Context: an optimization exercise on an open-source flow, tuned for small area, a short achievable clock period and few clock cycles per item. The choices shown serve that exercise and are no tape-out recipe. The RTL was checked by simulation tests, not by an equivalence proof against the original design. Power figures rest on the tool's default switching activity, not on a simulated workload.

**design/flow/design.v**
```verilog
module CORDIC (
    input clk,
    input rst,
    input input_ready,
    input [15:0] angle,
    output reg output_ready,
    output reg signed [15:0] cosine_out,
    output reg signed [15:0] sine_out
);
    reg               busy;
    reg               first;  
    reg        [3:0]  m;      
    reg               up;     
    reg signed [12:0] r;      
    reg        [10:0] t;      
    reg               d1, d2;   
    reg               f1, f0;   
    function [16:0] bk_add;
        input [16:0] a, b;
        input        cin;
        reg [16:0] g, p, G, P, c;
        integer i, d;
        begin
            g = a & b;
            p = a ^ b;
            G = g;
            P = p;
            for (d = 1; d < 17; d = d * 2)
                for (i = 2 * d - 1; i < 17; i = i + 2 * d) begin
                    G[i] = G[i] | (P[i] & G[i - d]);
                    P[i] = P[i] & P[i - d];
                end
            for (d = 8; d >= 1; d = d / 2)
                for (i = 3 * d - 1; i < 17; i = i + 2 * d) begin
                    G[i] = G[i] | (P[i] & G[i - d]);
                    P[i] = P[i] & P[i - d];
                end
            c[0] = cin;
            for (i = 1; i < 17; i = i + 1)
                c[i] = G[i - 1] | (P[i - 1] & cin);
            bk_add = p ^ c;
        end
    endfunction
    function signed [15:0] sh;
        input signed [15:0] x;
        input [3:0] m;
        reg signed [15:0] y;
        begin
            y = x >>> 4;
            y = m[3] ? y >>> 8 : y;
            y = m[2] ? y >>> 4 : y;
            y = m[1] ? y >>> 2 : y;
            sh = m[0] ? y >>> 1 : y;
        end
    endfunction
    wire in_d1 = (angle >= 16'd11520);
    wire in_d2 = in_d1 ? (angle >= 16'd18321) : (angle >= 16'd4719);
    wire in_f1 = in_d1 ? (angle >= 16'd21914) : (angle >= 16'd8312);
    wire in_f0 = in_d1 ? (angle >= 16'd14728) : (angle >= 16'd1126);
    wire d3 = d2 ? f1 : f0;
    wire [3:0] m_next = busy ? m + 4'd1 : 4'd0;
    reg [10:0] t_next;
    always @* begin
        case (m_next)
            4'd0: t_next = 11'd915;
            4'd1: t_next = 11'd458;
            4'd2: t_next = 11'd205;
            4'd3: t_next = 11'd115;
            4'd4: t_next = 11'd57;
            4'd5: t_next = 11'd29;
            4'd6: t_next = 11'd14;
            4'd7: t_next = 11'd7;
            4'd8: t_next = 11'd4;
            4'd9: t_next = 11'd2;
            default: t_next = 11'd1;
        endcase
    end
    reg [12:0] z4;    
    always @* begin
        case ({d1, d2, d3})
            3'b111: z4 = 13'd7354;
            3'b110: z4 = 13'd3706;
            3'b101: z4 = 13'd168;
            3'b100: z4 = 13'd4712;
            3'b011: z4 = 13'd1944;
            3'b010: z4 = 13'sd6488;
            3'b001: z4 = 13'sd2950;
            default: z4 = 13'd7494;    
        endcase
    end
    wire [12:0] k = first ? ~z4 : ({13{up}} ^ {2'd0, t});
    wire [16:0] r_w = bk_add({4'd0, r}, {4'd0, k}, up | first);
    wire signed [12:0] r_n = r_w[12:0];
    reg signed [15:0] c4, s4;
    always @* begin
        case ({d1, d2, d3})
            3'b111: begin c4 = -16'sd1553; s4 = 16'sd32645; end
            3'b110: begin c4 = 16'sd6529;  s4 = 16'sd32023; end
            3'b101: begin c4 = 16'sd13990; s4 = 16'sd29536; end
            3'b100: begin c4 = 16'sd20830; s4 = 16'sd25184; end
            3'b011: begin c4 = 16'sd25184; s4 = 16'sd20830; end
            3'b010: begin c4 = 16'sd29536; s4 = 16'sd13990; end
            3'b001: begin c4 = 16'sd32023; s4 = 16'sd6529;  end
            default: begin c4 = 16'sd32645; s4 = -16'sd1553; end
        endcase
    end
    wire signed [15:0] ss = busy ? sh(sine_out, m) : 16'sd0;
    wire signed [15:0] cs = busy ? sh(cosine_out, m) : 16'sd0;
    wire [16:0] c_w = bk_add({1'b0, cosine_out}, {1'b0, ss ^ {16{up}}}, up);
    wire [16:0] s_w = bk_add({1'b0, sine_out}, {1'b0, cs ^ {16{~up}}}, ~up);
    always @(posedge clk) begin
        if (rst) begin
            busy <= 1'b0;
            output_ready <= 1'b0;
        end else if (busy) begin
            if (m == 4'd11) begin
                busy <= 1'b0;
                output_ready <= 1'b1;
            end
        end else if (input_ready) begin
            busy <= 1'b1;
            output_ready <= 1'b0;
        end
        first <= ~rst && ~busy && input_ready;
        cosine_out <= first ? c4 : c_w[15:0];
        sine_out <= first ? s4 : s_w[15:0];
        t <= t_next;
        up <= ~r_n[12];
        d1 <= in_d1;
        d2 <= in_d2;
        f1 <= in_f1;
        f0 <= in_f0;
        if (busy) begin
            m <= m + 4'd1;
            r <= r_n;
        end else begin
            m <= 4'd15;
            r <= (angle >= 16'd25546) ? 13'd1162 : angle[12:0];
        end
    end
endmodule
```
**design/flow/flow/run.sh**
```bash
#!/bin/bash
# Standard layout with extra make settings for timing repair and the clock tree.
set -euo pipefail
bash standard.sh SETUP_SLACK_MARGIN=6.5 'BUFFER_PORTS_ARGS=-buffer_cell sky130_fd_sc_hd__buf_2' 'CTS_ARGS=-sink_clustering_enable -repair_clock_nets -dont_use_dummy_load -buf_list {sky130_fd_sc_hd__clkbuf_2 sky130_fd_sc_hd__clkbuf_4 sky130_fd_sc_hd__clkbuf_8}' finish > make_finish.log 2>&1
```
**design/flow/standard.sh**
```bash
#!/bin/bash
# synth_recipe.tcl (not shown) runs the flow's synth.tcl, then flattens the netlist and writes it again
# the make line also repeats each setting of config.mk as NAME=value (left out here)
make -C /OpenROAD-flow-scripts/flow DESIGN_CONFIG=/design/flow/config.mk WORK_HOME=/design/flow/orfs CLKGATE_MAP_FILE= SYNTH_SCRIPT=/design/flow/synth_recipe.tcl "${@:-finish}"
```
**design/flow/config.mk**
```make
export PLATFORM = sky130hd
export DESIGN_NAME = CORDIC
export DESIGN_NICKNAME = CORDIC
export VERILOG_FILES = /design/flow/design.v
export SDC_FILE = /design/flow/constraint.sdc
export NUM_CORES = 4
export LEC_CHECK = 0
export ABC_AREA = 1
export CAP_MARGIN = 20
export CORE_MARGIN = 2
export CORE_UTILIZATION = 40
export SLEW_MARGIN = 20
```
**design/flow/constraint.sdc**
```tcl
create_clock -name core_clock -period 10.0 [get_ports {clk}]
set_input_delay 2.0000 -clock core_clock [delete_from_list [all_inputs] [get_ports {clk}]]
set_output_delay 2.0000 -clock core_clock [all_outputs]
set_load 0.01 [all_outputs]
```
==> metrics.cfg, run 1 <==
[cells_and_area]
syn_to_final_growth_pct = 8.968
final_cell_mix = nand2_1 (255), inv_1 (113), nand3_1 (75)
nFillCells = 1550
finalNetCount = 1049
antennaDiodeCount = 0
drive_above_1_share_pct = 12.95
layout_commonest_cell = nand2_1

[clock_network]
root_buffer = clkbuf_8
clock_sinks = 67
tritoncts = built
cts_buffers = 9
clkTransAtPathRegs_ps = 80
clk_path_buf_depth = 2
clock_latency_ps = 370
holdBufCountCts = 0
htree_levels = 3

[die]
initial_core_util_pct = 41.22
row_count = 44
fp.dieH_um = 126.6
coreArea_sq_um = 14590
io_pins = 52
design.die.area_sq_um = 16030
dieWidth_um = 126.6

[place]
gp_congestion = 0.8960
dp_hpwl_mm = 13.67
place_ws_ps = 5768
io_buffers = 51

[synthesis]
yosys_warnings = 1
synthArstFlopShare_pct = 0
synth_edf_count = 0
syn-instance-count = 933
synth_ff_type = dfxtp_1
synth-seq-area-share_pct = 22.31
ys_seq_elements = 67
syn-cell-area_sq_um = 6013
syn-num-nets = 1007
synthDistinctLibCells = 54
avgSynthCellArea_sq_um = 6.445

[sta]
setup_tns_ps = 0
maxSlewHeadroom_pct = 60.85
min_period_over_period_pct = 32.26
rsz0062_at_grt = false
fin_hold_ws_ps = 495.9
hold_viol_final = 0
setup_viol = 0
tightest_slew_ps = 585.1
timing.fmax_ghz = 0.3100
clock_skew_ps = 17.68
finalWorstSetupSlack_ps = 6774
period_minus_slack_ps = 3226
slew_viol_final = 0

[critical_path]
crit_required_ps = 10250
crit_buf_inv = 3
cp.depth = 15
end_kind = flop
crit_end = r[10]$_DFF_P_
startpoint_type = flop
slowest_stage = or2_2
rr_startpoint = first$_DFF_P_
worstPathCellList = buf_4, inv_1, or2_2, nand2_1, inv_1, ha_1, a21oi_1, o21ai_0, nand2_1, nand3_1, nand2_1, nand2_1, nand2_1, a21oi_1, a21oi_1
slowest_delay_ps = 470
cp_common_cell = nand2_1
cp_top_family = simple AND/OR/NAND/NOR gates
critPathKind = flop to flop
startpoint = first$_DFF_P_
worstPathMaxFanout = 36
reg2reg_to = r[10]$_DFF_P_
critical_path_arrival_ps = 3470
ff2ff_path_depth = 15
r2r_slack_ps = 6770

[detailed_routing]
first_pass_iters = 5
vias = 6096
ant_nets = 0
drt_iter0_drc = 471
vias_per_cell = 5.269
wire_per_inst_um = 15.63
drcViolationCount = 0
drt-total-wl_mm = 18.08

[hold_path]
hold_path_class = flop to flop

[global_route]
track_usage_pct = 22.72
overflow = 0
grt_pass1_vias = 5606
antenna_found_initial = 0
grt_pass1_wl_mm = 28.76
grt_start_max_net_pins = 37

[pwr]
p_sw_share_pct = 52.26
vdd_ir_drop_max_uv = 144.6
intPower_uw = 1187
p_total_uw = 2485
p_sw_uw = 1299
p_leak_uw = 0.003438
power_frac_clock_pct = 7.4
share_comb_of_total_power_pct = 72.3
p_per_area_nw_per_um2 = 379.3
pwr-share-seq_pct = 20.3

[status]
status = finished clean

[job]
cap_violations = 0

## how the worst min path moves through the flow
stage | startpoint | to | slack (ps) | cells after the start
global route | output_ready$_SDFFE_PP0P_ | output_ready$_SDFFE_PP0P_ | 520 | 2
CTS | output_ready$_SDFFE_PP0P_ | output_ready$_SDFFE_PP0P_ | 500 | 2
finish | output_ready$_SDFFE_PP0P_ | output_ready$_SDFFE_PP0P_ | 500 | 2
floorplan | output_ready$_SDFFE_PP0P_ | output_ready$_SDFFE_PP0P_ | 510 | 2
detailed placement | output_ready$_SDFFE_PP0P_ | output_ready$_SDFFE_PP0P_ | 490 | 2
global placement | output_ready$_SDFFE_PP0P_ | output_ready$_SDFFE_PP0P_ | 490 | 2
## sequential cells by signal, indices dropped and copies added, names as in the netlist, 4 cells and up
| signal | count |
|---|---|
| t | 10 |
| cosine_out | 16 |
| r | 13 |
| m | 4 |
| sine_out | 16 |
## worst reg2reg max path, cell delays in order (launching register included)
cell     delay [ps]
dfxtp_1         310
buf_4           380
inv_1           350
or2_2           470
nand2_1         100
inv_1            40
ha_1            320
a21oi_1          90
o21ai_0         250
nand2_1         150
nand3_1         160
nand2_1         100
nand2_1          70
nand2_1          90
a21oi_1         160
a21oi_1          60
## final cells by class
cell class / count / area [sq um] / area share [%]
multi-input combinational: 712 / 4019 / 61.33
timing repair inverter: 1 / 7.507 / 0.1146
inverter: 123 / 476.7 / 7.275
timing repair buffer: 61 / 342.8 / 5.232
sequential: 67 / 1353 / 20.64
tap: 184 / 230.2 / 3.513
clock buffer: 9 / 123.9 / 1.890
## through the flow
| stage | std cells | cell area, sq um | utilization [%] |
|---|---|---|---|
| 3_3_place_gp | 1140 | 6330 | 43.39 |
| 5_1_grt | 1157 | 6553 | 44.91 |
| 2_1_floorplan | 933 | 6013 | - |
| 6_report | 1157 | 6553 | 44.91 |
| 4_1_cts | 1151 | 6485 | 44.45 |
| 3_5_place_dp | 1140 | 6330 | 43.39 |
## kinds of logic after synthesis
logic type,after synthesis,synth area share [%]
fa+ha+maj,55,11.57
mux,2,0.3329
xor+xnor,41,6.097
buf+inv,154,10.99
compound gates,172,17.25
flops,67,22.31
simple gates,442,31.46
## power groups by stage
stage               clock network [uW]  registers, uW  logic, uW
global route                       201            518       2070
global placement                     0            513       1750
finish                             184            505       1800
CTS                                191            504       1770
floorplan                            0            497       1380
detailed placement                   0            510       1760
## synthesized netlist by cell type, types with 4 or more instances
master / instances / share of area [%]
inv_2: 6 / 0.37
o22ai_1: 18 / 1.9
o21ai_0: 39 / 3.2
nor2_2: 6 / 0.62
buf_2: 18 / 1.5
ha_1: 54 / 11
dfxtp_1: 67 / 22
a31oi_1: 5 / 0.52
a21oi_1: 45 / 3.7
nand2_1: 256 / 16
o211ai_1: 5 / 0.62
o21ai_1: 23 / 1.9
nand4_1: 5 / 0.52
o21bai_1: 6 / 0.75
nand2_2: 4 / 0.42
nor2_1: 66 / 4.1
o21ai_2: 12 / 1.7
buf_6: 6 / 1.1
xor2_1: 27 / 3.9
nand3_1: 75 / 6.2
xnor2_1: 13 / 1.9
nor3_1: 9 / 0.75
or2_2: 4 / 0.42
inv_1: 115 / 7.2
## what timing repair did
action | CTS | global route
cloned | 0 | 1
gates resized for setup | 6 | 6
buffers inserted | 2 | 5
pin swaps | 0 | 1
setup endpoints to repair | 26 | 27
## metal layers
layer / GRT usage, % / wire (um) / vias up
met2: 37.34 / 8464 / 173
met1: 29.45 / 8087 / 2754
li1: - / - / 3133
met3: 4.724 / 1014 / 36
met4: 8.274 / 516 / 0
met5: 0 / 0 / -
Testbench counts, summed over its fixed seeds: cycles 33,600, items 2,400.
==> run 2, diff against run 1 <==
==> design/flow/flow/run.sh (replaced) <==
#!/bin/bash
# Standard layout with extra make settings for timing repair and the clock tree.
set -euo pipefail
bash standard.sh SETUP_SLACK_MARGIN=7 'BUFFER_PORTS_ARGS=-buffer_cell sky130_fd_sc_hd__buf_2' 'CTS_ARGS=-sink_clustering_enable -repair_clock_nets -dont_use_dummy_load -buf_list {sky130_fd_sc_hd__clkbuf_2 sky130_fd_sc_hd__clkbuf_4 sky130_fd_sc_hd__clkbuf_8}' finish > make_finish.log 2>&1
==> run 2 against run 1 <==
Against the previous run: sequential share of layout area fell by 1.2 points; final area up 8.0%; non-clock buffer count grew 24; hold slack hardly changed; synthesized cell count is the same; clock skew up 2.7 ps; still clean; first-iteration DRC count down 0.21%.
==> metrics.cfg, run 2 <==
[status]
status = finished clean

[detailed_routing]
ant_nets = 0
drcViolationCount = 0
wire_per_inst_um = 16.01
drt-total-wl_mm = 18.91
vias = 6272
first_pass_iters = 7
drt_iter0_drc = 470
vias_per_cell = 5.311

[clock_network]
clk_path_buf_depth = 2
holdBufCountCts = 0
htree_levels = 3
cts_buffers = 9
tritoncts = built
clkTransAtPathRegs_ps = 70
root_buffer = clkbuf_8
clock_sinks = 67
clock_latency_ps = 380

[synthesis]
synth_ff_type = dfxtp_1
syn-cell-area_sq_um = 6013
synthDistinctLibCells = 54
netlist_top_cells_area = dfxtp_1 (22%), nand2_1 (16%), ha_1 (11%)
syn-instance-count = 933
syn-num-nets = 1007
synth_most_common_cell = nand2_1
yosys_warnings = 1
ys_seq_elements = 67
synth_top_area_share_pct = 22.31
yosysTopAreaCell = dfxtp_1
avgSynthCellArea_sq_um = 6.445
ys_top_cells_by_count = nand2_1 (256), inv_1 (115), nand3_1 (75)
synth_edf_count = 0
synthArstFlopShare_pct = 0
synth-seq-area-share_pct = 22.31

[sta]
clock_skew_ps = 20.40
setup_viol = 0
timing.fmax_ghz = 0.3356
setup_tns_ps = 0
rsz0062_at_grt = true
period_minus_slack_ps = 2980
maxSlewHeadroom_pct = 59.26
hold_viol_final = 0
tightest_slew_ps = 604.7
slew_viol_final = 0
min_period_over_period_pct = 29.80

[die]
dieWidth_um = 126.6
io_pins = 52
design.die.area_sq_um = 16030
row_count = 44
coreArea_sq_um = 14590
fp.dieH_um = 126.6
initial_core_util_pct = 41.22

[global_route]
grt_pass1_vias = 5689
grt_start_max_net_pins = 37
track_usage_pct = 23.37
grt_pass1_wl_mm = 29.52
antenna_found_initial = 0
overflow = 0

[critical_path]
critPathKind = flop to output port
worstPathMaxFanout = 4
startpoint_type = flop
worstPathCellList = buf_2
crit_buf_inv = 1
critical_path_arrival_ps = 980
slowest_delay_ps = 430
end_kind = output port
cp_top_family = flip-flops
crit_required_ps = 8000
slowest_stage = dfxtp_1

[cells_and_area]
reg_top3 = cosine_out: 16 flops, sine_out: 16 flops, r: 13 flops
drive_above_1_share_pct = 21.46
syn_to_final_growth_pct = 17.69
antennaDiodeCount = 0
final_cell_area_sq_um = 7077
finalNetCount = 1073
layout_commonest_cell = nand2_1
final_cell_mix = nand2_1 (245), inv_1 (109), nand3_1 (70)

[pwr]
p_per_area_nw_per_um2 = 377.2
vdd_ir_drop_max_uv = 148.8
p_leak_uw = 0.003609

[place]
io_buffers = 51
place_area_sq_um = 6330
gp_congestion = 0.8960
dp_hpwl_mm = 13.67

[job]
cap_violations = 0

[hold_path]
hold_path_class = flop to flop

-- run 2: what timing repair did --
item	CTS	global route
gates resized for setup	26	77
pin swaps	2	13
gates cloned	1	1
buffers inserted	16	14
endpoints found under the setup margin	50	39
-- run 2: worst paths after layout --
| kind | start | end | slack, ps | depth (start not counted) |
|---|---|---|---|---|
| worst min register to register | output_ready$_SDFFE_PP0P_ | output_ready$_SDFFE_PP0P_ | 500 | 2 |
| worst max-delay path | sine_out[11]$_DFF_P_ | sine_out[11] | 7020 | 1 |
| worst min-delay path | output_ready$_SDFFE_PP0P_ | output_ready$_SDFFE_PP0P_ | 500 | 2 |
| worst max register to register | m[3]$_SDFF_PN1_ | sine_out[11]$_DFF_P_ | 7080 | 21 |
-- run 2: cells by family after synthesis --
group | count (synthesis) | share of synthesized area [%]
buffers and inverters | 154 | 10.99
AOI/OAI and AO/OA | 172 | 17.25
adders and majority gates | 55 | 11.57
xor gates and xnor gates | 41 | 6.097
and+or+nand+nor | 442 | 31.46
muxes | 2 | 0.3329
DFF | 67 | 22.31
-- run 2: stage by stage --
step	power [uW]	std cells	utilization, %	hold WS [ps]	worst slack (ps)
2_1_floorplan	1877	933	-	511.2	7025
5_1_grt	2970	1181	48.51	523.4	6827
3_5_place_dp	2270	1140	43.39	488.5	5768
3_3_place_gp	2263	1140	43.39	492.8	5847
6_report	2669	1181	48.51	495.6	7020
4_1_cts	2504	1166	45.68	499.2	7001
-- run 2: layout make-up --
cell class              instances  area, sq um
clock buffers                   9        123.9
fillers                      1506         7512
inverters                     123        489.2
multi-input cells             712         4279
flip-flops and latches         67         1376
well taps                     184        230.2
repair buffers                 85        570.5
repair inverters                1        7.507
-- run 2: power breakdown --
part	switching, uW	internal (uW)
sequential	118	397
clock	106	80.3
combinational	1160	803
-- run 2: per-layer routing --
metal	track usage, %	vias up	part of all wire [%]
li1	-	3188	-
met1	30.23	2863	45
met2	38.41	178	47
met3	4.892	43	5.2
met4	8.597	0	3.2
met5	0	-	0
-- run 2: worst min-delay path, cell delays in order (launching register included) --
cell,delay (ps)
dfxtp_1,310
nor2_1,90
a211oi_1,50
==> run 3, diff against run 2 <==
==> design/flow/flow/run.sh (replaced) <==
#!/bin/bash
# Standard layout with extra make settings for timing repair and the clock tree.
set -euo pipefail
bash standard.sh SETUP_SLACK_MARGIN=6.75 'BUFFER_PORTS_ARGS=-buffer_cell sky130_fd_sc_hd__buf_2' 'CTS_ARGS=-sink_clustering_enable -repair_clock_nets -dont_use_dummy_load -buf_list {sky130_fd_sc_hd__clkbuf_2 sky130_fd_sc_hd__clkbuf_4 sky130_fd_sc_hd__clkbuf_8}' finish > make_finish.log 2>&1
==> run 3 against run 2 <==
Against the previous run: still clean on timing, DRC and antenna; wire length down 2.2%; clock skew about the same; critical path depth up 14; critical path type is now flop to flop; critical endpoint is now r[10]$_DFF_P_; largest power group unchanged.
==> metrics.cfg, run 3 <==
[critical_path]
crit_required_ps = 10250
slowest_delay_ps = 430
end_kind = flop
critical_path_arrival_ps = 3290
crit_buf_inv = 3
worstPathMaxFanout = 36
cp_top_family = simple AND/OR/NAND/NOR gates
startpoint_type = flop
cp_common_cell = nand2_1
critPathKind = flop to flop
worstPathCellList = buf_6, clkinvlp_4, or2_2, nand2_1, inv_1, ha_1, a21oi_1, o21ai_0, nand2_1, nand3_1, nand2_1, nand2_1, nand2_1, a21oi_1, a21oi_1
slowest_stage = or2_2

[pwr]
intPower_uw = 1213
p_sw_uw = 1316
p_per_area_nw_per_um2 = 374.6
share_comb_of_total_power_pct = 72.7
p_sw_share_pct = 52.02
vdd_ir_drop_max_uv = 147.6
power_frac_clock_pct = 7.3
p_leak_uw = 0.003515
p_total_uw = 2529
pwr-share-seq_pct = 20.0

[sta]
timing.fmax_ghz = 0.3290
maxSlewHeadroom_pct = 60.48
fin_hold_ws_ps = 496.6
tightest_slew_ps = 586.6
setup_tns_ps = 0
slew_viol_final = 0
rsz0062_at_grt = true
period_minus_slack_ps = 3040
hold_viol_final = 0
min_period_over_period_pct = 30.40
clock_skew_ps = 20.12
setup_viol = 0

[synthesis]
syn-cell-area_sq_um = 6013
avgSynthCellArea_sq_um = 6.445
yosys_warnings = 1
yosysTopAreaCell = dfxtp_1
synth-seq-area-share_pct = 22.31
synthDistinctLibCells = 54
ys_seq_elements = 67
synth_ff_type = dfxtp_1
syn-instance-count = 933
ys_top_cells_by_count = nand2_1 (256), inv_1 (115), nand3_1 (75)
synth_most_common_cell = nand2_1
synthArstFlopShare_pct = 0
synth_top_area_share_pct = 22.31
synth_edf_count = 0
netlist_top_cells_area = dfxtp_1 (22%), nand2_1 (16%), ha_1 (11%)
syn-num-nets = 1007

[place]
placed_cells = 1140
io_buffers = 51
gp_congestion = 0.8960
dp_hpwl_mm = 13.67

[job]
cap_violations = 0

[die]
io_pins = 52
coreArea_sq_um = 14590
fp.dieH_um = 126.6
row_count = 44
dieWidth_um = 126.6
design.die.area_sq_um = 16030
initial_core_util_pct = 41.22

[global_route]
grt_pass1_wl_mm = 29.05
antenna_found_initial = 0
grt_start_max_net_pins = 37
grt_pass1_vias = 5624
track_usage_pct = 22.98
overflow = 0

[cells_and_area]
drive_above_1_share_pct = 15.28
syn_to_final_growth_pct = 12.26
final_cell_mix = nand2_1 (255), inv_1 (111), nand3_1 (75)
layout_commonest_cell = nand2_1
finalNonFillerCells = 1172
reg_top3 = cosine_out: 16 flops, sine_out: 16 flops, r: 13 flops
antennaDiodeCount = 0
nFillCells = 1533
finalNetCount = 1064

[detailed_routing]
drcViolationCount = 0
vias_per_cell = 5.239
wl_met2_mm = 8.610
drt_iter0_drc = 431
drt-total-wl_mm = 18.49
top_layer = met4
wl_met1_mm = 8.239
ant_nets = 0
wl_met3_mm = 1.092
first_pass_iters = 5
wire_per_inst_um = 15.78
vias = 6140

[clock_network]
holdBufCountCts = 0
htree_levels = 3
tritoncts = built
clock_sinks = 67
clock_latency_ps = 370
cts_buffers = 9
clkTransAtPathRegs_ps = 70
clk_path_buf_depth = 2
root_buffer = clkbuf_8

[status]
status = finished clean

[hold_path]
hold_path_class = flop to flop

[run 3: path summary, 6_finish.rpt]
check | startpoint | to | slack, ps | cells past startpoint
max reg2reg | first$_DFF_P_ | r[10]$_DFF_P_ | 6960 | 15
min reg2reg | output_ready$_SDFFE_PP0P_ | output_ready$_SDFFE_PP0P_ | 500 | 2
max | first$_DFF_P_ | r[10]$_DFF_P_ | 6960 | 15
min | output_ready$_SDFFE_PP0P_ | output_ready$_SDFFE_PP0P_ | 500 | 2
[run 3: timing repair]
action,CTS,global route
endpoints found under the setup margin,32,30
gates resized for setup,11,19
pin swaps,1,2
buffers inserted,6,16
endpoints found under the hold margin,0,0
gates cloned,1,0
[run 3: cells by family (layout without fill, tap and decap cells)]
kind of cell	count (synthesis)	in the layout	synth area share [%]
xor gates and xnor gates	41	41	6.097
and+or+nand+nor	442	442	31.46
muxes	2	2	0.3329
adders and majority gates	55	55	11.57
buffers and inverters	154	209	10.99
AOI/OAI and AO/OA	172	172	17.25
DFF	67	67	22.31
[run 3: final cells by class]
cell class	instances	area, sq um	share of cell area, %
Inverter	123	484.2	7.173
Multi-Input combinational cell	712	4065	60.22
Timing Repair inverter	1	7.507	0.1112
Timing Repair Buffer	76	475.5	7.044
Sequential cell	67	1364	20.20
Tap cell	184	230.2	3.411
Clock buffer	9	123.9	1.835
[run 3: worst register-to-register path, stage by stage (launching register included)]
cell        delay (ps)
dfxtp_1            330
buf_6              310
clkinvlp_4         270
or2_2              430
nand2_1            100
inv_1               40
ha_1               320
a21oi_1             90
o21ai_0            250
nand2_1            140
nand3_1            160
nand2_1            100
nand2_1             70
nand2_1             90
a21oi_1            160
a21oi_1             60
[run 3: per-layer routing]
metal | vias to the layer above | track usage (%)
met4 | 0 | 8.209
met3 | 38 | 4.892
met5 | - | 0
met1 | 2763 | 29.64
met2 | 175 | 37.94
li1 | 3164 | -
[run 3: power by group through the flow]
stage	sequential, uW	combinational, uW	clock [uW]
2_1_floorplan	497	1380	0
3_3_place_gp	513	1750	0
3_5_place_dp	510	1760	0
4_1_cts	504	1800	191
5_1_grt	518	2110	201
6_report	505	1840	185
[run 3: per-stage QoR]
stage | instance area, sq um | utilization, % | setup slack (ps)
after floorplan | 6013 | - | 7025
after global placement | 6330 | 43.39 | 5847
after detailed placement | 6330 | 43.39 | 5768
after CTS | 6543 | 44.85 | 6784
after global routing | 6750 | 46.27 | 6711
final | 6750 | 46.27 | 6960
==> run 4, diff against run 3 <==
--- a/design/flow/design.v
+++ b/design/flow/design.v
@@ -12,5 +12,5 @@
     reg        [3:0]  m;      
     reg               up;     
-    reg signed [12:0] r;      
+    reg signed [11:0] r;      
     reg        [10:0] t;      
     reg               d1, d2;   
@@ -76,20 +76,20 @@
         endcase
     end
-    reg [12:0] z4;    
+    reg [11:0] z4;    
     always @* begin
         case ({d1, d2, d3})
-            3'b111: z4 = 13'd7354;
-            3'b110: z4 = 13'd3706;
-            3'b101: z4 = 13'd168;
-            3'b100: z4 = 13'd4712;
-            3'b011: z4 = 13'd1944;
-            3'b010: z4 = 13'sd6488;
-            3'b001: z4 = 13'sd2950;
-            default: z4 = 13'd7494;    
+            3'b111: z4 = 12'd3258;
+            3'b110: z4 = 12'd3706;
+            3'b101: z4 = 12'd168;
+            3'b100: z4 = 12'd616;
+            3'b011: z4 = 12'd1944;
+            3'b010: z4 = 12'd2392;
+            3'b001: z4 = 12'd2950;
+            default: z4 = 12'd3398;    
         endcase
     end
-    wire [12:0] k = first ? ~z4 : ({13{up}} ^ {2'd0, t});
-    wire [16:0] r_w = bk_add({4'd0, r}, {4'd0, k}, up | first);
-    wire signed [12:0] r_n = r_w[12:0];
+    wire [11:0] k = first ? ~z4 : ({12{up}} ^ {1'd0, t});
+    wire [16:0] r_w = bk_add({5'd0, r}, {5'd0, k}, up | first);
+    wire signed [11:0] r_n = r_w[11:0];
     reg signed [15:0] c4, s4;
     always @* begin
@@ -126,5 +126,5 @@
         sine_out <= first ? s4 : s_w[15:0];
         t <= t_next;
-        up <= ~r_n[12];
+        up <= ~r_n[11];
         d1 <= in_d1;
         d2 <= in_d2;
@@ -136,5 +136,5 @@
         end else begin
             m <= 4'd15;
-            r <= (angle >= 16'd25546) ? 13'd1162 : angle[12:0];
+            r <= (angle >= 16'd25546) ? 12'd1162 : angle[11:0];
         end
     end
==> run 4 against run 3 <==
Against the previous run: sequential share of layout area rose by 0.46 points; maximum frequency fell by 1.4%; setup slack got worse by 42 ps; critical path depth rose by 8; synthesized cell count fell by 1.8%; total power fell by 5.2%; via count fell by 0.86%; final area fell by 3.9%; highest routed layer unchanged; non-clock buffer count fell by 8; sequential cell count fell by 1.
==> metrics.cfg, run 4 <==
[critical_path]
critPathKind = flop to flop
end_kind = flop
cp_common_cell = nand2_1
critical_path_arrival_ps = 3330
crit_required_ps = 10250
startpoint_type = flop
worstPathMaxFanout = 7
worstPathCellList = buf_4, nand2_1, nand3_1, o21ai_1, o21ai_0, nand2_1, o21ai_1, xor2_1, ha_1, nand2_2, inv_1, nand2_1, nand2_1, nand2_1, nand2_1, nand2_1, nand2_1, nand2_1, nand2_1, nand2_1, nand3_1, nand3_1, nand2_1
slowest_stage = dfxtp_4
slowest_delay_ps = 440

[clock_network]
clk_path_buf_depth = 2
htree_levels = 3
clock_sinks = 66
clkTransAtPathRegs_ps = 70
holdBufCountCts = 0
cts_buffers = 9
tritoncts = built
root_buffer = clkbuf_8
clock_latency_ps = 360

[sta]
slew_viol_final = 0
maxSlewHeadroom_pct = 63.59
tightest_slew_ps = 540.5
setup_viol = 0
min_period_over_period_pct = 30.82
setup_tns_ps = 0
timing.fmax_ghz = 0.3245
clock_skew_ps = 17.15
hold_viol_final = 0
finalWorstSetupSlack_ps = 6918
period_minus_slack_ps = 3082
rsz0062_at_grt = true

[synthesis]
synthArstFlopShare_pct = 0
synth_ff_type = dfxtp_1
syn-cell-area_sq_um = 5804
yosys_warnings = 1
syn-num-nets = 989
synthDistinctLibCells = 48
synth-seq-area-share_pct = 22.76
synth_edf_count = 0
ys_seq_elements = 66
avgSynthCellArea_sq_um = 6.337
ys_top_cells_by_count = nand2_1 (251), inv_1 (110), nor2_1 (79)
yosysTopAreaCell = dfxtp_1
synth_top_area_share_pct = 22.76
synth_most_common_cell = nand2_1
netlist_top_cells_area = dfxtp_1 (23%), nand2_1 (16%), ha_1 (11%)
syn-instance-count = 916

[cells_and_area]
finalNetCount = 1042
antennaDiodeCount = 0
reg_top3 = cosine_out: 16 flops, sine_out: 16 flops, r: 12 flops
layout_commonest_cell = nand2_1
final_cell_mix = nand2_1 (248), inv_1 (108), nor2_1 (77)
drive_above_1_share_pct = 12.51
nFillCells = 1535
syn_to_final_growth_pct = 11.81
finalNonFillerCells = 1151
multiInputGateArea_sq_um = 3939
seq_area_sq_um = 1341

[global_route]
track_usage_pct = 22.63
grt_pass1_vias = 5441
antenna_found_initial = 0
overflow = 0
grt_pass1_wl_mm = 28.23
grt_start_max_net_pins = 43

[place]
placed_cells = 1128
dp_hpwl_mm = 13.38
place_ws_ps = 5894
io_buffers = 51
gp_congestion = 0.9570

[detailed_routing]
drt_iter0_drc = 510
drcViolationCount = 0
wire_per_inst_um = 15.35
ant_nets = 0
first_pass_iters = 9
drt-total-wl_mm = 17.67
vias_per_cell = 5.288
vias = 6087

[die]
design.die.area_sq_um = 15490
coreArea_sq_um = 14370
initial_core_util_pct = 40.40
fp.dieH_um = 124.5
io_pins = 52
dieWidth_um = 124.5
row_count = 44

[pwr]
p_per_area_nw_per_um2 = 369.4
vdd_ir_drop_max_uv = 160.5
p_total_uw = 2397
p_leak_uw = 0.003356

[status]
status = finished clean

[hold_path]
hold_path_class = flop to flop

[job]
cap_violations = 0

run 4: cell types whose count changed in the layout (fill, tap and decap cells not counted), moves of 5 or more:
cell | previous run | this run
nor3_1 | 9 | 14
o21ai_2 | 15 | 6
nand2_1 | 255 | 248
o21ai_0 | 39 | 60
nor2_1 | 66 | 77
nand3_1 | 75 | 57
run 4: what timing repair did:
action	CTS	global route
gates resized for setup	8	37
endpoints found under the setup margin	30	35
buffers inserted	3	8
pin swaps	1	2
cloned	0	3
run 4: cells by family after synthesis:
family	synth area share, %
adder cells (fa/ha/maj)	11.77
AND/OR/NAND/NOR	30.46
AO/OA/AOI/OAI	18.02
buffers and inverters	10.48
XOR/XNOR	6.338
flip-flops	22.76
multiplexers	0.1725
run 4: power breakdown:
part | internal, uW | total (uW) | switching, uW
combinational | 680 | 1720 | 1040
clock | 80.2 | 180 | 99.4
sequential | 390 | 501 | 111
run 4: worst paths after layout:
path	startpoint	endpoint	slack (ps)	depth (start not counted)
min	output_ready$_SDFFE_PP0P_	output_ready$_SDFFE_PP0P_	510	2
max	m[3]$_SDFF_PN1_	sine_out[15]$_DFF_P_	6920	23
min reg2reg	output_ready$_SDFFE_PP0P_	output_ready$_SDFFE_PP0P_	510	2
max reg2reg	m[3]$_SDFF_PN1_	sine_out[15]$_DFF_P_	6920	23
run 4: metal layers:
| metal | part of all wire (%) | wire length, um | vias to the layer above | global-route usage (%) |
|---|---|---|---|---|
| li1 | - | - | 3111 | - |
| met1 | 46 | 8150 | 2734 | 30.54 |
| met2 | 45 | 7993 | 206 | 36.13 |
| met3 | 5.4 | 946 | 36 | 3.651 |
| met4 | 3.3 | 583 | 0 | 8.923 |
| met5 | 0 | 0 | - | 0 |
run 4: per-stage QoR:
stage / area, sq um / hold WS [ps] / utilization [%]
floorplan: 5804 / 497.4 / -
global placement: 6165 / 502.4 / 42.90
detailed placement: 6165 / 499.3 / 42.90
CTS: 6330 / 509.3 / 44.05
global route: 6490 / 539.3 / 45.17
finish: 6490 / 505.5 / 45.17
run 4: layout make-up:
class	count	area share [%]
Sequential cell	66	20.67
Timing Repair inverter	2	0.2313
Tap cell	184	3.547
Inverter	116	7.056
Multi-Input combinational cell	706	60.69
Timing Repair Buffer	68	5.899
Clock buffer	9	1.909
run 4: critical path, delay by kind of cell (launching register included):
family | cells | cell delay (ps)
DFF | 1 | 440
buffers and inverters | 2 | 210
xor gates and xnor gates | 1 | 240
and+or+nand+nor | 16 | 1240
AOI/OAI and AO/OA | 3 | 530
adders and majority gates | 1 | 310
Testbench counts of run 4, summed over its fixed seeds: cycles 33,600, items 2,400.
==> run 5, diff against run 4 <==
==> design/flow/run.sh (new file) <==
#!/bin/bash
# synth_recipe.tcl (not shown) runs the flow's synth.tcl, then flattens the netlist and writes it again
# the make line also repeats each setting of config.mk as NAME=value (left out here)
make -C /OpenROAD-flow-scripts/flow DESIGN_CONFIG=/design/flow/config.mk WORK_HOME=/design/flow/orfs CLKGATE_MAP_FILE= SYNTH_SCRIPT=/design/flow/synth_recipe.tcl finish
--- a/design/flow/config.mk
+++ b/design/flow/config.mk
@@ -10,3 +10,5 @@
 export CORE_MARGIN = 2
 export CORE_UTILIZATION = 40
+export CTS_BUF_LIST = sky130_fd_sc_hd__clkbuf_2 sky130_fd_sc_hd__clkbuf_4 sky130_fd_sc_hd__clkbuf_8
+export SETUP_SLACK_MARGIN = 5
 export SLEW_MARGIN = 20
removed: design/flow/flow/run.sh
removed: design/flow/standard.sh
==> run 5 against run 4 <==
Against the previous run: final area increased by 1.7%; via count decreased by 3.1%; sequential share of layout area decreased by 0.64 points; hold slack improved by 3.5 ps; wire length decreased by 1.8%; cell count decreased by 0.78%; clock power increased by 23%; maximum frequency decreased by 25%; total power increased by 2.7%; register-to-register slack got worse by 1100 ps; setup slack got worse by 1100 ps; critical endpoint is now sine_out[11]$_DFF_P_; highest routed layer unchanged.
==> metrics.cfg, run 5 <==
[cells_and_area]
final_cell_mix = nand2_1 (251), inv_1 (110), nor2_1 (79)
final_cell_area_sq_um = 6598
multiInputGateArea_sq_um = 3875
finalNetCount = 1028
drive_above_1_share_pct = 4.071
syn_to_final_growth_pct = 13.67
nFillCells = 1500
reg_top3 = cosine_out: 16 flops, sine_out: 16 flops, r: 12 flops
layout_commonest_cell = nand2_1
seq_area_sq_um = 1321
antennaDiodeCount = 0

[place]
gp_congestion = 0.9791
io_buffers = 51
dp_hpwl_mm = 13.45
place_area_sq_um = 6420

[critical_path]
critPathKind = flop to flop
crit_required_ps = 10270
critical_path_arrival_ps = 4410
worstPathMaxFanout = 20
startpoint_type = flop
rr_startpoint = busy$_SDFF_PP0_
end_kind = flop
startpoint = busy$_SDFF_PP0_

[clock_network]
cts_buffers = 9
post_cts_buffers = 0
root_buffer = clkbuf_8
clkTransAtPathRegs_ps = 80
clock_sinks = 66
cts-resized-gates = 0
clock_latency_ps = 380
tritoncts = built
holdBufCountCts = 0
htree_levels = 3
clk_path_buf_depth = 2

[detailed_routing]
drcViolationCount = 0
drt_iter0_drc = 574
first_pass_iters = 5
wire_per_inst_um = 15.20
ant_nets = 0
drt-total-wl_mm = 17.35
vias = 5898
vias_per_cell = 5.165

[global_route]
track_usage_pct = 22.74
grt_pass1_vias = 5315
overflow = 0
grt_pass1_wl_mm = 27.99
grt_start_max_net_pins = 42
antenna_found_initial = 0

[sta]
fin_hold_ws_ps = 509.0
rsz0062_at_grt = false
period_minus_slack_ps = 4135
slew_viol_final = 0
tightest_slew_ps = 854.9
clock_skew_ps = 9.252
hold_viol_final = 0
min_period_over_period_pct = 41.35
timing.fmax_ghz = 0.2419
setup_viol = 0
maxSlewHeadroom_pct = 42.93
setup_tns_ps = 0

[synthesis]
synth_edf_count = 0
ys_seq_elements = 66
synthArstFlopShare_pct = 0
syn-instance-count = 916
avgSynthCellArea_sq_um = 6.337
ys_top_cells_by_count = nand2_1 (251), inv_1 (110), nor2_1 (79)
syn-cell-area_sq_um = 5804
synth_most_common_cell = nand2_1
yosys_warnings = 1
yosysTopAreaCell = dfxtp_1
synth-seq-area-share_pct = 22.76
synth_top_area_share_pct = 22.76
synth_ff_type = dfxtp_1
netlist_top_cells_area = dfxtp_1 (23%), nand2_1 (16%), ha_1 (11%)
syn-num-nets = 989
synthDistinctLibCells = 48

[status]
status = finished clean

[die]
coreArea_sq_um = 14370
design.die.area_sq_um = 15490
initial_core_util_pct = 40.40
row_count = 44
fp.dieH_um = 124.5
io_pins = 52
dieWidth_um = 124.5

[hold_path]
hp-start = output_ready$_SDFFE_PP0P_
hold_path_class = flop to flop

[job]
cap_violations = 0

[pwr]
p_leak_uw = 0.003319
p_per_area_nw_per_um2 = 373.1
vdd_ir_drop_max_uv = 176.0

[run 5: cell type report]
| cell class | instances | area share, % |
|---|---|---|
| tap | 184 | 3.489 |
| multi-input combinational | 705 | 58.73 |
| sequential | 66 | 20.03 |
| inverter | 116 | 6.638 |
| timing repair buffer | 57 | 8.420 |
| clock buffer | 12 | 2.503 |
| clock inverter | 2 | 0.1896 |
[run 5: report_power, final]
part / total [uW] / leakage, uW / internal [uW] / switching, uW
logic: 1740 / 0.00267 / 730 / 1010
clock network: 222 / 0.0000903 / 107 / 115
registers: 502 / 0.000554 / 387 / 115
[run 5: routing by layer]
metal / wire length, um / track usage [%] / share of wire, %
met5: 0 / 0 / 0
met3: 796 / 3.608 / 4.6
met1: 8151 / 31.06 / 47
met4: 384 / 8.130 / 2.2
met2: 8022 / 36.35 / 46
[run 5: metrics by stage]
step / instances / util [%] / setup slack (ps) / power [uW]
2_1_floorplan: 916 / - / 6972 / 1776
3_3_place_gp: 1128 / 44.68 / 5994 / 2234
3_5_place_dp: 1128 / 44.68 / 5863 / 2232
4_1_cts: 1142 / 45.92 / 5854 / 2465
5_1_grt: 1142 / 45.92 / 5333 / 2741
6_report: 1142 / 45.92 / 5866 / 2462
[run 5: worst paths after layout]
| kind | endpoint | slack [ps] | cells after the start |
|---|---|---|---|
| setup / recovery | sine_out[11]$_DFF_P_ | 5870 | 14 |
| hold / removal | output_ready$_SDFFE_PP0P_ | 510 | 2 |
| setup reg to reg | sine_out[11]$_DFF_P_ | 5870 | 14 |
| hold reg to reg | output_ready$_SDFFE_PP0P_ | 510 | 2 |
[run 5: critical path: stages, from the launching register on]
cell and delay, ps:
dfxtp_1 810, inv_2 300, nor2_2 560, inv_1 430, o22ai_1 330, xor2_1 230, ha_1 310, a21o_1 190
nor2_1 140, nand3_1 170, a21oi_1 200, or2_1 160, nand3_1 70, nand3_1 80, nand2_1 50
[run 5: cell families after synthesis]
group	synth area share, %
and+or+nand+nor	30.46
adders and majority gates	11.77
buffers and inverters	10.48
AOI/OAI and AO/OA	18.02
xor gates and xnor gates	6.338
muxes	0.1725
DFF	22.76
==> run 6, diff against run 5 <==
==> design/flow/flow/run.sh (new file) <==
#!/bin/bash
# Standard layout with extra make settings for timing repair and the clock tree.
set -euo pipefail
bash standard.sh SETUP_SLACK_MARGIN=6.5 'BUFFER_PORTS_ARGS=-buffer_cell sky130_fd_sc_hd__buf_2' 'CTS_ARGS=-sink_clustering_enable -repair_clock_nets -dont_use_dummy_load -buf_list {sky130_fd_sc_hd__clkbuf_2 sky130_fd_sc_hd__clkbuf_4 sky130_fd_sc_hd__clkbuf_8}' finish > make_finish.log 2>&1
==> design/flow/standard.sh (new file) <==
#!/bin/bash
# synth_recipe.tcl (not shown) runs the flow's synth.tcl, then flattens the netlist and writes it again
# the make line also repeats each setting of config.mk as NAME=value (left out here)
make -C /OpenROAD-flow-scripts/flow DESIGN_CONFIG=/design/flow/config.mk WORK_HOME=/design/flow/orfs CLKGATE_MAP_FILE= SYNTH_SCRIPT=/design/flow/synth_recipe.tcl "${@:-finish}"
--- a/design/flow/config.mk
+++ b/design/flow/config.mk
@@ -10,5 +10,3 @@
 export CORE_MARGIN = 2
 export CORE_UTILIZATION = 40
-export CTS_BUF_LIST = sky130_fd_sc_hd__clkbuf_2 sky130_fd_sc_hd__clkbuf_4 sky130_fd_sc_hd__clkbuf_8
-export SETUP_SLACK_MARGIN = 5
 export SLEW_MARGIN = 20
removed: design/flow/run.sh
==> run 6 against run 5 <==
Against the previous run: synthesized cell count did not move; setup slack improved by 910 ps; clock-buffer cell count fell by 3; global-route usage fell by 0.14 points; utilization fell by 1.5 points; cell count rose by 0.26%; total power fell by 4.4%; highest routed layer unchanged.
==> metrics.cfg, run 6 <==
[die]
row_count = 44
fp.dieH_um = 124.5
design.die.area_sq_um = 15490
io_pins = 52
coreArea_sq_um = 14370
initial_core_util_pct = 40.40
dieWidth_um = 124.5

[synthesis]
synth-seq-area-share_pct = 22.76
syn-num-nets = 989
netlist_top_cells_area = dfxtp_1 (23%), nand2_1 (16%), ha_1 (11%)
synth_ff_type = dfxtp_1
synthDistinctLibCells = 48
synth_edf_count = 0
synth_most_common_cell = nand2_1
yosys_warnings = 1
syn-instance-count = 916
syn-cell-area_sq_um = 5804
synth_top_area_share_pct = 22.76
ys_seq_elements = 66
synthArstFlopShare_pct = 0
avgSynthCellArea_sq_um = 6.337
ys_top_cells_by_count = nand2_1 (251), inv_1 (110), nor2_1 (79)
yosysTopAreaCell = dfxtp_1

[critical_path]
critical_path_arrival_ps = 3470
slowest_stage = dfxtp_4
rr_startpoint = m[3]$_SDFF_PN1_
startpoint = m[3]$_SDFF_PN1_
crit_end = sine_out[11]$_DFF_P_
crit_required_ps = 10240
end_kind = flop
cp.depth = 21
critPathKind = flop to flop
slowest_delay_ps = 400
startpoint_type = flop
cp_top_family = simple AND/OR/NAND/NOR gates
cp_common_cell = nand2_1
reg2reg_to = sine_out[11]$_DFF_P_
r2r_slack_ps = 6780
crit_buf_inv = 3
worstPathMaxFanout = 16
worstPathCellList = buf_4, inv_4, nand2_1, nand3_1, o21ai_1, o21ai_0, nand2_1, o21ai_1, xor2_1, ha_1, nand2_1, inv_1, nand2_1, nand2_1, nand2_1, nand3_1, a21oi_1, or2_1, nand3_1, nand3_1, nand2_1
ff2ff_path_depth = 21

[detailed_routing]
drcViolationCount = 0
wire_per_inst_um = 15.00
ant_nets = 0
vias_per_cell = 5.224
first_pass_iters = 5
vias = 5982
drt-total-wl_mm = 17.17
drt_iter0_drc = 511

[sta]
period_minus_slack_ps = 3225
maxSlewHeadroom_pct = 63.21
setup_viol = 0
tightest_slew_ps = 546.1
timing.fmax_ghz = 0.3101
min_period_over_period_pct = 32.25
clock_skew_ps = 15.38
hold_viol_final = 0
setup_tns_ps = 0
slew_viol_final = 0
rsz0062_at_grt = true

[pwr]
vdd_ir_drop_max_uv = 160.4
p_per_area_nw_per_um2 = 368.7
p_leak_uw = 0.003318

[clock_network]
clk_path_buf_depth = 2
holdBufCountCts = 0
cts_buffers = 9
clkTransAtPathRegs_ps = 70
tritoncts = built
clock_sinks = 66
htree_levels = 3
root_buffer = clkbuf_8
clock_latency_ps = 360

[cells_and_area]
final_cell_area_sq_um = 6382
seq_area_sq_um = 1336
drive_above_1_share_pct = 10.82
syn_to_final_growth_pct = 9.959
finalNetCount = 1036
reg_top3 = cosine_out: 16 flops, sine_out: 16 flops, r: 12 flops
multiInputGateArea_sq_um = 3885
nFillCells = 1550
antennaDiodeCount = 0
final_cell_mix = nand2_1 (250), inv_1 (108), nor2_1 (78)
layout_commonest_cell = nand2_1

[place]
io_buffers = 51
dp_hpwl_mm = 13.38
place_area_sq_um = 6165
gp_congestion = 0.9570

[global_route]
grt_start_max_net_pins = 43
grt_pass1_vias = 5443
track_usage_pct = 22.60
grt_pass1_wl_mm = 28.17
antenna_found_initial = 0
overflow = 0

[hold_path]
hold_path_class = flop to flop

[status]
status = finished clean

[job]
cap_violations = 0

run 6: worst min path at each step:
stage                                    from                         to  slack [ps]  cells after the start
finish              output_ready$_SDFFE_PP0P_  output_ready$_SDFFE_PP0P_         500                      2
global route        output_ready$_SDFFE_PP0P_  output_ready$_SDFFE_PP0P_         540                      2
CTS                 output_ready$_SDFFE_PP0P_  output_ready$_SDFFE_PP0P_         510                      2
detailed placement  output_ready$_SDFFE_PP0P_  output_ready$_SDFFE_PP0P_         500                      2
global placement    output_ready$_SDFFE_PP0P_  output_ready$_SDFFE_PP0P_         500                      2
floorplan                          f0$_DFF_P_       sine_out[15]$_DFF_P_         500                      3
run 6: worst min-delay path: stages, from the launching register on:
cell and delay [ps]:
dfxtp_1 320, nor2_1 100, a211oi_1 50
run 6: kinds of logic (layout without fill, tap and decap cells):
| logic type | Yosys count | after routing | synth area share (%) |
|---|---|---|---|
| compound gates | 183 | 183 | 18.02 |
| xor+xnor | 42 | 42 | 6.338 |
| fa+ha+maj | 54 | 54 | 11.77 |
| buf+inv | 145 | 190 | 10.48 |
| flops | 66 | 66 | 22.76 |
| mux | 1 | 1 | 0.1725 |
| simple gates | 425 | 425 | 30.46 |
run 6: area by class of cell:
type                       count  share of cell area, %
clock buffer                   9                  1.941
timing repair buffer          64                  5.528
inverter                     116                  7.038
tap                          184                  3.607
timing repair inverter         1                0.07842
multi-input combinational    705                  60.87
sequential                    66                  20.94
run 6: per-stage QoR:
step / setup WS (ps) / std cells / total power, uW / hold slack [ps] / utilization (%)
3_5_place_dp: 5894 / 1128 / 2158 / 499.3 / 42.90
2_1_floorplan: 6972 / 916 / 1776 / 497.4 / -
3_3_place_gp: 6000 / 1128 / 2154 / 502.4 / 42.90
5_1_grt: 6458 / 1145 / 2645 / 539.3 / 44.42
4_1_cts: 6549 / 1139 / 2352 / 509.3 / 43.96
6_report: 6775 / 1145 / 2353 / 503.4 / 44.42
run 6: timing repair:
action,in CTS,in global routing
pin swaps,0,1
endpoints found under the hold margin,0,0
resized for setup,5,13
gates cloned,0,1
buffers inserted,2,5
setup endpoints to repair,24,30
run 6: routing by layer:
metal / global-route usage (%) / vias to the layer above / wire [um]
met2: 36.00 / 186 / 7820
li1: - / 3107 / -
met1: 30.39 / 2657 / 7940
met4: 9.055 / 0 / 527
met5: 0 / - / 0
met3: 3.866 / 32 / 886
run 6: report_power, final:
group / internal [uW] / switching [uW]
Sequential: 389 / 110
Combinational: 667 / 1010
Clock: 80.2 / 99.1
==> run 7, diff against run 6 <==
==> design/flow/flow/run.sh (replaced) <==
#!/bin/bash
# Standard layout with extra make settings for timing repair and the clock tree.
set -euo pipefail
bash standard.sh SETUP_SLACK_MARGIN=7 'BUFFER_PORTS_ARGS=-buffer_cell sky130_fd_sc_hd__buf_2' 'CTS_ARGS=-sink_clustering_enable -repair_clock_nets -dont_use_dummy_load -buf_list {sky130_fd_sc_hd__clkbuf_2 sky130_fd_sc_hd__clkbuf_4 sky130_fd_sc_hd__clkbuf_8}' finish > make_finish.log 2>&1
==> run 7 against run 6 <==
Against the previous run: die area unchanged; register-to-register slack better by 280 ps; synthesized cell count did not move; hold slack better by 4.0 ps; total power rose by 15%; setup slack improved by 190 ps; global-route usage rose by 0.077 points.
==> metrics.cfg, run 7 <==
[status]
status = finished clean

[global_route]
use_met1_pct = 30.22
track_usage_pct = 22.67
use_met3_pct = 4.124
grt_start_max_net_pins = 42
busiest_layer = met2
antenna_found_initial = 0
overflow = 0
globalRouteMet2Util_pct = 37.83
grt_pass1_vias = 5460
grt_pass1_wl_mm = 28.37

[die]
fp.dieH_um = 124.5
dieWidth_um = 124.5
row_count = 44
initial_core_util_pct = 40.40
coreArea_sq_um = 14370
design.die.area_sq_um = 15490
io_pins = 52

[critical_path]
worstPathMaxFanout = 5
r2r_slack_ps = 7060
end_kind = output port
critical_path_arrival_ps = 1030
rr_startpoint = m[3]$_SDFF_PN1_
reg2reg_to = sine_out[11]$_DFF_P_
crit_required_ps = 8000
startpoint = sine_out[15]$_DFF_P_
startpoint_type = flop
critPathKind = flop to output port
ff2ff_path_depth = 22
crit_end = sine_out[15]

[sta]
slew_viol_final = 0
clock_skew_ps = 20.47
maxSlewHeadroom_pct = 68.15
timing.fmax_ghz = 0.3299
setup_tns_ps = 0
hold_viol_final = 0
finalWorstSetupSlack_ps = 6968
min_period_over_period_pct = 30.32
rsz0062_at_grt = true
tightest_slew_ps = 472.7
setup_viol = 0
period_minus_slack_ps = 3032

[synthesis]
synth_edf_count = 0
syn-num-nets = 989
ys_top_cells_by_count = nand2_1 (251), inv_1 (110), nor2_1 (79)
syn-instance-count = 916
synthDistinctLibCells = 48
netlist_top_cells_area = dfxtp_1 (23%), nand2_1 (16%), ha_1 (11%)
synth_ff_type = dfxtp_1
synthArstFlopShare_pct = 0
avgSynthCellArea_sq_um = 6.337
yosys_warnings = 1
synth-seq-area-share_pct = 22.76
yosysTopAreaCell = dfxtp_1
synth_most_common_cell = nand2_1
syn-cell-area_sq_um = 5804
synth_top_area_share_pct = 22.76
ys_seq_elements = 66

[cells_and_area]
layout_commonest_cell = nand2_1
reg_top3 = cosine_out: 16 flops, sine_out: 16 flops, r: 12 flops
syn_to_final_growth_pct = 22.83
drive_above_1_share_pct = 22.91
finalNetCount = 1070
antennaDiodeCount = 0
finalNonFillerCells = 1179
fin_util_pct = 49.62
final_cell_mix = nand2_1 (225), inv_1 (105), nor2_1 (63)
nFillCells = 1459

[hold_path]
hold_depth = 2
hold_path_class = flop to flop

[pwr]
p_leak_uw = 0.003562
pwr-share-seq_pct = 19.1
p_per_area_nw_per_um2 = 380.4
share_comb_of_total_power_pct = 74.4
intPower_uw = 1321
vdd_ir_drop_max_uv = 158.4
p_sw_share_pct = 51.28
power_frac_clock_pct = 6.5
p_sw_uw = 1391

[detailed_routing]
drt_iter0_drc = 536
vias_per_cell = 5.285
vias = 6231
first_pass_iters = 5
drt-total-wl_mm = 18.70
wire_per_inst_um = 15.86
ant_nets = 0
drcViolationCount = 0

[clock_network]
clkTransAtPathRegs_ps = 70
htree_levels = 3
cts_buffers = 9
clock_latency_ps = 350
clk_path_buf_depth = 2
root_buffer = clkbuf_8
tritoncts = built
clock_sinks = 66

[place]
gp_congestion = 0.9449
placed_cells = 1128
io_buffers = 51
dp_hpwl_mm = 13.43
place_ws_ps = 5859

[job]
cap_violations = 0

-- run 7: routing by layer --
| metal | wire [um] | vias up |
|---|---|---|
| met5 | 0 | - |
| met3 | 1218 | 37 |
| met4 | 418 | 0 |
| met2 | 8866 | 211 |
| li1 | - | 3159 |
| met1 | 8198 | 2824 |
-- run 7: power by group through the flow --
stage / Combinational, uW / Clock [uW] / Sequential, uW
after global placement: 1650 / 0 / 508
after detailed placement: 1650 / 0 / 508
after CTS: 1670 / 184 / 506
after floorplan: 1280 / 0 / 492
after global routing: 2280 / 193 / 528
final: 2020 / 177 / 517
-- run 7: layout make-up --
cell class	count	area [sq um]	area share (%)
sequential	66	1349	18.92
timing repair inverter	3	22.52	0.3159
inverter	116	467.9	6.564
multi-input combinational	705	4308	60.42
clock buffer	9	123.9	1.737
tap	184	230.2	3.229
timing repair buffer	96	628.1	8.810
-- run 7: timing repair --
item	in CTS	in global routing
cloned	1	2
pin swaps	2	42
gates resized for setup	27	126
setup buffers	7	32
hold buffers	0	0
endpoints found under the setup margin	45	38
-- run 7: worst min-delay path by stage --
stage	to	slack [ps]	startpoint
5_1_grt	output_ready$_SDFFE_PP0P_	560	output_ready$_SDFFE_PP0P_
3_3_place_gp	output_ready$_SDFFE_PP0P_	510	output_ready$_SDFFE_PP0P_
2_1_floorplan	sine_out[15]$_DFF_P_	500	f0$_DFF_P_
4_1_cts	output_ready$_SDFFE_PP0P_	520	output_ready$_SDFFE_PP0P_
6_report	output_ready$_SDFFE_PP0P_	510	output_ready$_SDFFE_PP0P_
3_5_place_dp	output_ready$_SDFFE_PP0P_	510	output_ready$_SDFFE_PP0P_
-- run 7: logic make-up (layout without fill, tap and decap cells) --
kind of cell | after synthesis | count (layout) | share of synthesized area, %
muxes | 1 | 1 | 0.1725
and+or+nand+nor | 425 | 425 | 30.46
adders and majority gates | 54 | 54 | 11.77
buffers and inverters | 145 | 224 | 10.48
AOI/OAI and AO/OA | 183 | 183 | 18.02
xor gates and xnor gates | 42 | 42 | 6.338
DFF | 66 | 66 | 22.76
-- run 7: worst max-delay path, cell delays in order, from the launching register on --
cell and delay, ps:
dfxtp_4 430, buf_4 130, buf_2 110
-- run 7: per-stage QoR --
stage                     hold WS, ps  total power (uW)  area (sq um)
after CTS                       515.9              2360          6406
after detailed placement        506.1              2155          6165
final                           507.3              2712          7129
after global routing            555.8              3000          7129
after global placement          508.9              2159          6165
after floorplan                 497.4              1776          5804
==> run 8, diff against run 7 <==
==> design/flow/flow/run.sh (replaced) <==
#!/bin/bash
# Standard layout with extra make settings for timing repair and the clock tree.
set -euo pipefail
bash standard.sh SETUP_SLACK_MARGIN=6.9 'BUFFER_PORTS_ARGS=-buffer_cell sky130_fd_sc_hd__buf_2' 'CTS_ARGS=-sink_clustering_enable -repair_clock_nets -dont_use_dummy_load -buf_list {sky130_fd_sc_hd__clkbuf_4}' finish > make_finish.log 2>&1
==> run 8 against run 7 <==
Against the previous run: global-route usage rose by 0.096 points; hold slack hardly changed; total power decreased by 8.2%; largest cell class unchanged; die area did not move; critical endpoint is now cosine_out[15]; sequential cell count did not move; register-to-register slack hardly changed; critical path depth stayed put; cell count down 1.6%; synthesized cell count did not move; wire length down 3.1%; synthesized area is the same.
==> metrics.cfg, run 8 <==
[status]
status = finished clean

[global_route]
track_usage_pct = 22.77
grt_start_max_net_pins = 43
overflow = 0
grt_pass1_vias = 5488
grt_pass1_wl_mm = 28.42
antenna_found_initial = 0

[synthesis]
ys_top_cells_by_count = nand2_1 (251), inv_1 (110), nor2_1 (79)
synth_ff_type = dfxtp_1
yosysTopAreaCell = dfxtp_1
synth_xor_area_share_pct = 6.338
synth_simple_gate_area_share_pct = 30.46
synth_compound_area_share_pct = 18.02
synth_edf_count = 0
synthMuxAreaShare_pct = 0.1725
synthArstFlopShare_pct = 0
avgSynthCellArea_sq_um = 6.337
synth_most_common_cell = nand2_1
syn-cell-area_sq_um = 5804
netlist_top_cells_area = dfxtp_1 (23%), nand2_1 (16%), ha_1 (11%)
syn-num-nets = 989
syn-instance-count = 916
yosys.area_share.adder_pct = 11.77
yosys_warnings = 1
synthDistinctLibCells = 48
ys_seq_elements = 66
synth-seq-area-share_pct = 22.76
synth_top_family_by_area = simple AND/OR/NAND/NOR gates
synth_top_area_share_pct = 22.76

[critical_path]
slowest_delay_ps = 370
critical_path_arrival_ps = 1120
worstPathMaxFanout = 5
worstPathCellList = buf_4, buf_2
startpoint_type = flop
reg2reg_to = sine_out[15]$_DFF_P_
ff2ff_path_depth = 22
critPathKind = flop to output port
rr_startpoint = m[2]$_SDFF_PN1_
slowest_stage = dfxtp_4
startpoint = cosine_out[15]$_DFF_P_
cp_top_family = flip-flops
end_kind = output port
r2r_slack_ps = 7070
crit_required_ps = 8000
crit_buf_inv = 2

[cells_and_area]
final_cell_mix = nand2_1 (237), inv_1 (108), nor2_1 (72)
finalNetCount = 1051
layout_commonest_cell = nand2_1
antennaDiodeCount = 0
drive_above_1_share_pct = 17.73
syn_to_final_growth_pct = 16.21
reg_top3 = cosine_out: 16 flops, sine_out: 16 flops, r: 12 flops

[die]
fp.dieH_um = 124.5
initial_core_util_pct = 40.40
design.die.area_sq_um = 15490
dieWidth_um = 124.5
row_count = 44
io_pins = 52
coreArea_sq_um = 14370

[place]
io_buffers = 51
dp_hpwl_mm = 13.38
gp_congestion = 0.9570

[detailed_routing]
first_pass_iters = 6
vias_per_cell = 5.315
drt-total-wl_mm = 18.12
drt_iter0_drc = 467
wire_per_inst_um = 15.62
ant_nets = 0
drcViolationCount = 0
vias = 6165

[sta]
clock_skew_ps = 32.02
tightest_slew_ps = 547.3
setup_viol = 0
min_period_over_period_pct = 31.19
setup_tns_ps = 0
hold_viol_final = 0
timing.fmax_ghz = 0.3206
rsz0062_at_grt = true
maxSlewHeadroom_pct = 63.13
slew_viol_final = 0
period_minus_slack_ps = 3119
fin_hold_ws_ps = 507.3

[hold_path]
hp-start = output_ready$_SDFFE_PP0P_
hold_depth = 2
hold_path_class = flop to flop
hold_path_end = output_ready$_SDFFE_PP0P_

[clock_network]
root_buffer = clkbuf_4
htree_levels = 3
cts_buffers = 9
clock_sinks = 66
clkTransAtPathRegs_ps = 110
clock_latency_ps = 450
tritoncts = built
clk_path_buf_depth = 2
holdBufCountCts = 0

[pwr]
p_leak_uw = 0.003425
vdd_ir_drop_max_uv = 191.9
p_per_area_nw_per_um2 = 368.9

[job]
cap_violations = 0

[run 8: layout make-up]
cell class	instances	area (sq um)
clock buffers	9	67.56
well taps	184	230.2
fillers	1493	7624
flip-flops and latches	66	1354
multi-input cells	706	4139
inverters	116	461.7
repair buffers	77	478.0
repair inverters	2	15.01
[run 8: power breakdown]
group	switching [uW]	total (uW)	leakage, uW	internal (uW)
Clock	95.0	137	0.0000414	41.7
Sequential	114	507	0.000555	393
Combinational	1090	1840	0.00283	751
[run 8: how the worst max path moves through the flow]
stage	depth (start not counted)	slack [ps]	to
final	2	6880	cosine_out[15]
after global routing	21	6780	sine_out[11]$_DFF_P_
after CTS	1	6900	sine_out[13]
after detailed placement	20	5890	cosine_out[15]$_DFF_P_
after global placement	17	6000	sine_out[11]$_DFF_P_
after floorplan	9	6970	r[0]$_DFF_P_
[run 8: metal layers]
| layer | wire [um] | track usage (%) | vias to the layer above |
|---|---|---|---|
| met3 | 1097 | 4.897 | 48 |
| met5 | 0 | 0 | - |
| met2 | 8236 | 36.26 | 224 |
| met1 | 8115 | 30.60 | 2758 |
| li1 | - | - | 3135 |
| met4 | 668 | 7.667 | 0 |
[run 8: worst min-delay path, cell delays in order, from the launching register on]
cell and delay [ps]:
dfxtp_1 330, nor2_1 100, a211oi_1 50
[run 8: kinds of logic (layout without fill, tap and decap cells)]
kind of cell | Yosys count | after routing
AND/OR/NAND/NOR | 425 | 426
multiplexers | 1 | 1
buffers and inverters | 145 | 204
XOR/XNOR | 42 | 42
AO/OA/AOI/OAI | 183 | 183
flip-flops | 66 | 66
adder cells (fa/ha/maj) | 54 | 54
[run 8: per-stage QoR]
stage | power (uW) | util (%) | setup WS [ps] | area [sq um] | cells
after floorplan | 1776 | - | 6972 | 5804 | 916
after global placement | 2154 | 42.90 | 6000 | 6165 | 1128
after detailed placement | 2158 | 42.90 | 5894 | 6165 | 1128
after CTS | 2313 | 43.98 | 6901 | 6320 | 1144
after global routing | 2780 | 46.94 | 6778 | 6745 | 1160
final | 2488 | 46.94 | 6881 | 6745 | 1160
[run 8: repair_timing]
action                                  4_1_cts  5_1_grt
gates resized for setup                      18       91
gates cloned                                  1        2
pin swaps                                     1       15
setup buffers                                 6       14
endpoints found under the setup margin       41       40

## separate check: timing with driven ports
The flow's constraints put no driver on any port. The routed layouts listed below were extracted and timed again, unchanged, in two steps.
Step 1 sets driving cells, clkbuf_16 on the clock port and buf_2 on the other inputs (assumed; they add their load-dependent delay and slew).
Step 2 also shifts input and output timing later by t, the mid clock arrival at the registers, as if the neighbouring blocks saw the same clock.
Three values: no drivers, after step 1, after step 2; two values: the first two.
| run | shift t [ns] | slack for setup (ns) | hold slack, ns | worst register clock-pin slew, ns | pins driven straight from the clock port |
|---|---|---|---|---|---|
| run 1 | 0.399 | 6.774 / 6.774 / 6.604 | 0.496 / 0.496 / 0.496 | 0.08 / 0.08 | 1 |
| run 2 | 0.407 | 7.020 / 6.983 / 6.726 | 0.496 / 0.496 / 0.496 | 0.08 / 0.08 | 1 |
| run 3 | 0.402 | 6.960 / 6.937 / 6.609 | 0.497 / 0.497 / 0.497 | 0.08 / 0.08 | 1 |
| run 4 | 0.389 | 6.918 / 6.918 / 6.577 | 0.506 / 0.506 / 0.506 | 0.07 / 0.07 | 1 |
| run 5 | 0.407 | 5.866 / 5.866 / 5.866 | 0.509 / 0.509 / 0.509 | 0.08 / 0.08 | 1 |
| run 6 | 0.390 | 6.775 / 6.775 / 6.481 | 0.503 / 0.503 / 0.503 | 0.07 / 0.07 | 1 |
| run 7 | 0.379 | 6.968 / 6.937 / 6.710 | 0.507 / 0.507 / 0.507 | 0.08 / 0.08 | 1 |
| run 8 | 0.467 | 6.881 / 6.849 / 6.594 | 0.507 / 0.507 / 0.507 | 0.12 / 0.12 | 1 |
After both steps every run listed still meets setup and hold. For run 3, which loses most, drivers alone change the setup slack by -0.023 ns; drivers and shift together by -0.351 ns.
